Background: an optimization exercise with open tools, aiming at small area and a short achievable clock period. Do not read the settings as production practice.
Only simulation tests tie the RTL to the original design; equivalence was not proved.
No driver is modelled on the clock port, so clocking that relies on it looks cheaper here than on a real chip.
Power figures rest on the tool's default switching activity, not on a simulated workload.

==> try-sierra: inputs <==
==> flow/design.v <==
`timescale 1ns / 1ps
module alu_top(
    input             clk,
    input      [31:0] a,
    input      [31:0] b,
    input      [3:0]  aluc,
    output reg [31:0] r,
    output reg        zero,
    output reg        carry,
    output reg        negative,
    output reg        overflow
    );
    reg  [31:0] a_q;
    reg  [31:0] b_q;
    reg  [3:0]  aluc_q;
    wire [31:0] r_w;
    wire        zero_w;
    wire        carry_w;
    wire        negative_w;
    wire        overflow_w;
    alu u_alu(
        .a(a_q), .b(b_q), .aluc(aluc_q),
        .r(r_w), .zero(zero_w), .carry(carry_w),
        .negative(negative_w), .overflow(overflow_w)
    );
    always @(posedge clk) begin
        a_q      <= a;
        b_q      <= b;
        aluc_q   <= aluc;
        r        <= r_w;
        zero     <= zero_w;
        carry    <= carry_w;
        negative <= negative_w;
        overflow <= overflow_w;
    end
endmodule

`timescale 1ns / 1ps
module alu(
    input  [31:0] a,
    input  [31:0] b,
    input  [3:0]  aluc,
    output [31:0] r,
    output        zero,
    output        carry,
    output        negative,
    output        overflow
    );
    wire op_arith = (aluc[3:2] == 2'b00);             
    wire op_logic = (aluc[3:2] == 2'b01);             
    wire op_lui   = (aluc[3:1] == 3'b100);            
    wire op_slt   = (aluc[3:1] == 3'b101);            
    wire op_left  = (aluc[3:1] == 3'b111);            
    wire op_right = (aluc[3:1] == 3'b110);            
    wire op_sra   = (aluc == 4'b1100);
    wire        inv = ~aluc[2] & (aluc[0] | aluc[3]);
    wire [31:0] bx  = b ^ {32{inv}};
    wire [31:0] p   = a ^ bx;
    wire [31:0] g   = a & bx;
    wire [31:0] g0 = {g[31:1], g[0] | (p[0] & inv)};
    wire [31:0] g1, p1, g2, p2, g3, p3, g4, p4, g5, p5;
    sk_level #(0) u_l0 (.gi(g0), .pi(p),  .go(g1), .po(p1));
    sk_level #(1) u_l1 (.gi(g1), .pi(p1), .go(g2), .po(p2));
    sk_level #(2) u_l2 (.gi(g2), .pi(p2), .go(g3), .po(p3));
    sk_level #(3) u_l3 (.gi(g3), .pi(p3), .go(g4), .po(p4));
    sk_level #(4) u_l4 (.gi(g4), .pi(p4), .go(g5), .po(p5));
    wire [31:0] c    = {g5[30:0], inv};         
    wire [31:0] sum  = p ^ c;
    wire        cout = g5[31];
    wire [31:0] kz = {p[31:1] ~^ (g[30:0] | p[30:0]), p[0] ~^ inv};
    wire sum_zero  = &kz;
    wire lt_u = ~cout;
    wire lt_s = (a[31] ^ b[31]) ? a[31] : sum[31];
    wire lt   = aluc[0] ? lt_s : lt_u;
    wire t_and = op_logic & ~aluc[1];                 
    wire t_xor = op_logic & (aluc[1] ^ aluc[0]);      
    wire t_nor = op_logic & aluc[1] & aluc[0];        
    wire [31:0] lg = ({32{t_and}} & g) | ({32{t_xor}} & p) | ({32{t_nor}} & ~(g | p));
    wire [31:0] brev;
    genvar i;
    generate for (i = 0; i < 32; i = i + 1) begin : g_rev
        assign brev[i] = b[31 - i];
    end endgenerate
    wire        big  = |a[31:5];
    wire        fill = op_sra & b[31];
    wire [31:0] xs   = big ? {32{fill}} : (op_left ? brev : b);
    wire [32:0] y    = $signed({fill, xs, 1'b0}) >>> a[4:0];
    wire [31:0] yr   = y[32:1];
    wire [31:0] yl;
    generate for (i = 0; i < 32; i = i + 1) begin : g_rrev
        assign yl[i] = yr[31 - i];
    end endgenerate
    wire a_is32   = ~|a[31:6] & a[5] & ~|a[4:0];
    wire sh_carry = op_left ? (big ? (a_is32 & b[0]) : y[0]) : (~big & y[1]);
    wire [31:0] other = lg
                      | ({32{op_lui}}   & {b[15:0], 16'b0})
                      | ({32{op_right}} & yr)
                      | ({32{op_left}}  & yl);
    assign r = op_arith ? sum : (other | {31'b0, op_slt & lt});
    assign zero = (op_arith | op_slt) ? sum_zero : ~|other;
    assign negative = r[31] | (aluc == 4'b1011 & lt_s);
    assign carry = (aluc == 4'b0000 & cout)
                 | (aluc == 4'b0001 & ~cout)
                 | (aluc == 4'b1010 & lt_u)
                 | ((op_left | op_right) & sh_carry);
    assign overflow = (aluc == 4'b0010 & ((a[31] & b[31]) ^ (a[30] & b[30])))
                    | (aluc == 4'b0011 & (a[31] ^ b[31]) & (sum[31] ^ a[31]));
endmodule
module sk_level #(parameter L = 0) (
    input  [31:0] gi,
    input  [31:0] pi,
    output [31:0] go,
    output [31:0] po
    );
    genvar k;
    generate for (k = 0; k < 32; k = k + 1) begin : g_bit
        if ((k >> L) % 2 == 1) begin : g_op
            localparam integer J = ((k >> L) << L) - 1;
            assign go[k] = gi[k] | (pi[k] & gi[J]);
            assign po[k] = pi[k] & pi[J];
        end else begin : g_pass
            assign go[k] = gi[k];
            assign po[k] = pi[k];
        end
    end endgenerate
endmodule
==> flow/flow/run.sh <==
#!/bin/bash
# Layout flow: the standard synthesis, then the combinational logic is
# mapped again onto the standard cells with a delay-oriented ABC script (the
# registers, their names and cell types are kept as the standard synthesis
# made them), then the standard layout from floorplan to finish with
# buf_1 port buffers. After clock tree synthesis flow/skew.tcl delays the
# clock of the result registers (useful skew for the paths into them).
# Each tool's output goes to a log file of its own in this folder.
set -euo pipefail
here=$(pwd)
res=$here/orfs/results/${FLOW_PLATFORM}/alu_top/base
lib=$FLOW_HOME/platforms/${FLOW_PLATFORM}/lib/sky130_fd_sc_hd__tt_025C_1v80.lib
yosys_bin=$FLOW_HOME/../tools/install/yosys/bin/yosys
[[ -x $yosys_bin ]] || yosys_bin=yosys

# 1. standard synthesis
bash standard.sh synth > "$here/flow_synth.log" 2>&1

# 2. map the combinational logic again
cp "$res/1_2_yosys.v" "$here/standard_synth.v"
dont_use=""
for c in $(sed -n '/^export DONT_USE_CELLS/,/^#/p' "$FLOW_HOME/platforms/${FLOW_PLATFORM}/config.mk" | grep -o 'sky130_fd_sc_hd__[A-Za-z0-9_]*'); do
  dont_use="$dont_use -dont_use $c"
done
cat > "$here/remap.ys" <<EOS
read_liberty -ignore_miss_func $lib
read_verilog $here/standard_synth.v
hierarchy -top $FLOW_TOP
setattr -mod -set keep_hierarchy 1 sky130_fd_sc_hd__dfxtp_1
flatten
opt_clean -purge
abc -script $here/flow/remap.abc -liberty $lib $dont_use
opt_clean -purge
hilomap -singleton -hicell sky130_fd_sc_hd__conb_1 HI -locell sky130_fd_sc_hd__conb_1 LO
splitnets
opt_clean -purge
select $FLOW_TOP
tee -o $here/remap_stat.txt stat -liberty $lib
write_verilog -noattr -nohex -nodec -selected $here/remap.v
EOS
"$yosys_bin" -s "$here/remap.ys" > "$here/remap.log" 2>&1
cp "$here/remap.v" "$res/1_2_yosys.v"
rm -f "$res/1_synth.odb" "$res/1_synth.sdc"

# 3. standard layout on the new netlist
bash standard.sh "BUFFER_PORTS_ARGS=-buffer_cell sky130_fd_sc_hd__buf_1" "POST_CTS_TCL=$here/flow/skew.tcl" finish > "$here/flow_finish.log" 2>&1
==> flow/flow/remap.abc <==
strash
 dch -f
 map
 strash
 dch -f
 map
 topo
 stime -c
 buffer -c
 upsize -c
 dnsize -c
==> flow/flow/skew.tcl <==
# Delay the clock of the result registers (the alu's outputs) behind a delay
# cell and a clock buffer per clock-tree leaf net, giving the paths from the
# operand registers to them more time. Runs as ORFS's POST_CTS_TCL hook.
set skew_cells [expr {[info exists ::env(SKEW_CELLS)] ? $::env(SKEW_CELLS) : "sky130_fd_sc_hd__clkdlybuf4s50_1 sky130_fd_sc_hd__clkbuf_8"}]
set block [ord::get_db_block]
set groups [dict create]
foreach inst [$block getInsts] {
  set name [$inst getName]
  if {[regexp {^(r\\?\[[0-9]+\\?\]|zero|carry|negative|overflow)\$_DFF_P_$} $name]} {
    set net [[$inst findITerm CLK] getNet]
    dict lappend groups [$net getName] $inst
  }
}
set k 0
dict for {netname insts} $groups {
  set net [$block findNet $netname]
  set sx 0; set sy 0; set n 0
  foreach inst $insts {
    set loc [$inst getLocation]
    set sx [expr {$sx + [lindex $loc 0]}]
    set sy [expr {$sy + [lindex $loc 1]}]
    incr n
  }
  set in_net $net
  set j 0
  foreach cell $skew_cells {
    set master [[ord::get_db] findMaster $cell]
    set buf [odb::dbInst_create $block $master skewbuf_${k}_$j]
    set nnet [odb::dbNet_create $block skewnet_${k}_$j]
    $nnet setSigType CLOCK
    [$buf findITerm A] connect $in_net
    [$buf findITerm X] connect $nnet
    $buf setLocation [expr {$sx / $n}] [expr {$sy / $n}]
    $buf setPlacementStatus PLACED
    set in_net $nnet
    incr j
  }
  foreach inst $insts {
    set it [$inst findITerm CLK]
    $it disconnect
    $it connect $in_net
  }
  puts "skew: $n registers on $netname behind $j cells"
  incr k
}
global_connect
detailed_placement
check_placement
==> flow/standard.sh <==
#!/bin/bash
# synth_recipe.tcl (not shown) runs the flow's synth.tcl, then flattens the netlist and writes it again
# the make line also repeats each setting of config.mk as NAME=value (left out here)
make -C /OpenROAD-flow-scripts/flow DESIGN_CONFIG=/design/flow/config.mk WORK_HOME=/design/flow/orfs CLKGATE_MAP_FILE= SYNTH_SCRIPT=/design/flow/synth_recipe.tcl "${@:-finish}"
==> flow/config.mk <==
export PLATFORM = sky130hd
export DESIGN_NAME = alu_top
export DESIGN_NICKNAME = alu_top
export VERILOG_FILES = /design/flow/design.v
export SDC_FILE = /design/flow/constraint.sdc
export NUM_CORES = 4
export LEC_CHECK = 0
export ABC_AREA = 1
export CAP_MARGIN = 20
export CORE_MARGIN = 2
export CORE_UTILIZATION = 40
export SETUP_SLACK_MARGIN = 3.0
export SLEW_MARGIN = 20
==> flow/constraint.sdc <==
create_clock -name core_clock -period 6.0 [get_ports {clk}]
set_input_delay 1.2000 -clock core_clock [delete_from_list [all_inputs] [get_ports {clk}]]
set_output_delay 1.2000 -clock core_clock [all_outputs]
set_load 0.01 [all_outputs]
==> try-ember: changes against try-sierra <==
--- a/flow/flow/run.sh
+++ b/flow/flow/run.sh
@@ -45,2 +45,6 @@
 # 3. standard layout on the new netlist
-bash standard.sh "BUFFER_PORTS_ARGS=-buffer_cell sky130_fd_sc_hd__buf_1" "POST_CTS_TCL=$here/flow/skew.tcl" finish > "$here/flow_finish.log" 2>&1
+# Up to clock tree synthesis the repair aims at a slack margin of 2.2 ns
+# (the skew added after it gives the result registers more); global routing's
+# repair then aims at 3.2 ns with the skew in place.
+bash standard.sh "BUFFER_PORTS_ARGS=-buffer_cell sky130_fd_sc_hd__buf_1" "POST_CTS_TCL=$here/flow/skew.tcl" "SETUP_SLACK_MARGIN=2.2" cts > "$here/flow_cts.log" 2>&1
+bash standard.sh "BUFFER_PORTS_ARGS=-buffer_cell sky130_fd_sc_hd__buf_1" "POST_CTS_TCL=$here/flow/skew.tcl" "SETUP_SLACK_MARGIN=3.2" finish > "$here/flow_finish.log" 2>&1
--- a/flow/config.mk
+++ b/flow/config.mk
@@ -10,4 +10,4 @@
 export CORE_MARGIN = 2
-export CORE_UTILIZATION = 40
-export SETUP_SLACK_MARGIN = 3.0
+export CORE_UTILIZATION = 47
+export SETUP_SLACK_MARGIN = 3.2
 export SLEW_MARGIN = 20
==> try-lagoon: changes against try-sierra <==
--- a/flow/flow/run.sh
+++ b/flow/flow/run.sh
@@ -5,4 +5,3 @@
 # made them), then the standard layout from floorplan to finish with
-# buf_1 port buffers. After clock tree synthesis flow/skew.tcl delays the
-# clock of the result registers (useful skew for the paths into them).
+# buf_1 port buffers.
 # Each tool's output goes to a log file of its own in this folder.
@@ -45,2 +44,2 @@
 # 3. standard layout on the new netlist
-bash standard.sh "BUFFER_PORTS_ARGS=-buffer_cell sky130_fd_sc_hd__buf_1" "POST_CTS_TCL=$here/flow/skew.tcl" finish > "$here/flow_finish.log" 2>&1
+bash standard.sh "BUFFER_PORTS_ARGS=-buffer_cell sky130_fd_sc_hd__buf_1" finish > "$here/flow_finish.log" 2>&1
==> flow/flow/remap.abc (replaced) <==
strash
 dch -f
 map
 topo
 stime -c
 buffer -c
 upsize -c
 dnsize -c
--- a/flow/config.mk
+++ b/flow/config.mk
@@ -11,3 +11,2 @@
 export CORE_UTILIZATION = 40
-export SETUP_SLACK_MARGIN = 3.0
 export SLEW_MARGIN = 20
removed: flow/flow/skew.tcl
==> qor summary <==
|  | try-lagoon | try-sierra | try-ember |
|---|---|---|---|
| Run status | finished clean | finished clean | finished clean |
| Critical Path Slowest Stage Cell | sky130_fd_sc_hd__o21ai_4 | sky130_fd_sc_hd__dfxtp_1 | sky130_fd_sc_hd__dfxtp_2 |
| Fraction of the core area covered by cells at the end of the flow | 45.3% | 51.6% | 58.0% |
| Number of cells on the worst hold path | 2 | 3 | 3 |
| Final Instance Area | 9560 µm² | 10800 µm² | 10300 µm² |
| Gr usage total | 38.2% | 39.3% | 40.6% |
| Hold path endpoint | overflow$_DFF_P_ | carry$_DFF_P_ | overflow$_DFF_P_ |
| Number of tap cells inserted | 275 | 275 | 229 |
| Share of post-route cells with drive strength above 1 | 6.84% | 16.5% | 14.3% |
| Power share of the sequential group | 35.7% | 31.7% | 33.8% |
| Core region area | 21100 µm² | 20900 µm² | 17800 µm² |
| Number of gates on the worst path with buffers counted | 13 | 1 | 15 |
| Met3 track demand over resource in global routing | 9.03% | 9.51% | 11.7% |
| Total met3 wirelength after detailed routing | 5020 µm | 5350 µm | 5670 µm |
| Fmax achieved | 0.233 GHz | 0.349 GHz | 0.347 GHz |
| Power share of the clock group | 29.5% | 34.2% | 31.5% |
| Reg2reg end | zero$_DFF_P_ | r[0]$_DFF_P_ | r[27]$_DFF_P_ |
| Gate count of the mapped netlist | 1375 | 1342 | 1342 |
| Sequential cell area share | 21.8% | 19.4% | 20.3% |
| Met1 routing resource usage after global routing | 53.1% | 52.9% | 54.8% |

separate check: timing with driven ports:
Ports are ideal in the flow. The routed layouts listed here were re-timed in OpenROAD.
Step 1: set_driving_cell puts a clkbuf_16 on clk and a buf_2 on each other input, an assumption about the parent block.
Step 2, shift: input delay + t, output delay - t, t = (earliest + latest rising clock arrival at the registers) / 2. This alone moves slack from input paths to output paths.
a / b / c = ideal ports / drivers / drivers and shift; a / b = the first two.
| run | shift t [ns] | setup slack, ns | latest minus earliest clock arrival (ns) | worst data-port slew with drivers (ns) | cell pins on the clock port's net |
|---|---|---|---|---|---|
| try-sierra | 0.733 | 3.134 / 3.084 / 3.448 | 0.686 / 0.686 | 0.05 | 1 |
| try-ember | 0.716 | 3.120 / 3.120 / 3.120 | 0.652 / 0.652 | 0.04 | 1 |
| try-lagoon | 0.422 | 1.710 / 1.710 / 1.710 | 0.024 / 0.024 | 0.05 | 1 |
In try-sierra and try-ember the clock reaches the registers at very different times; t lies between them, and the last value is a rough guide only.
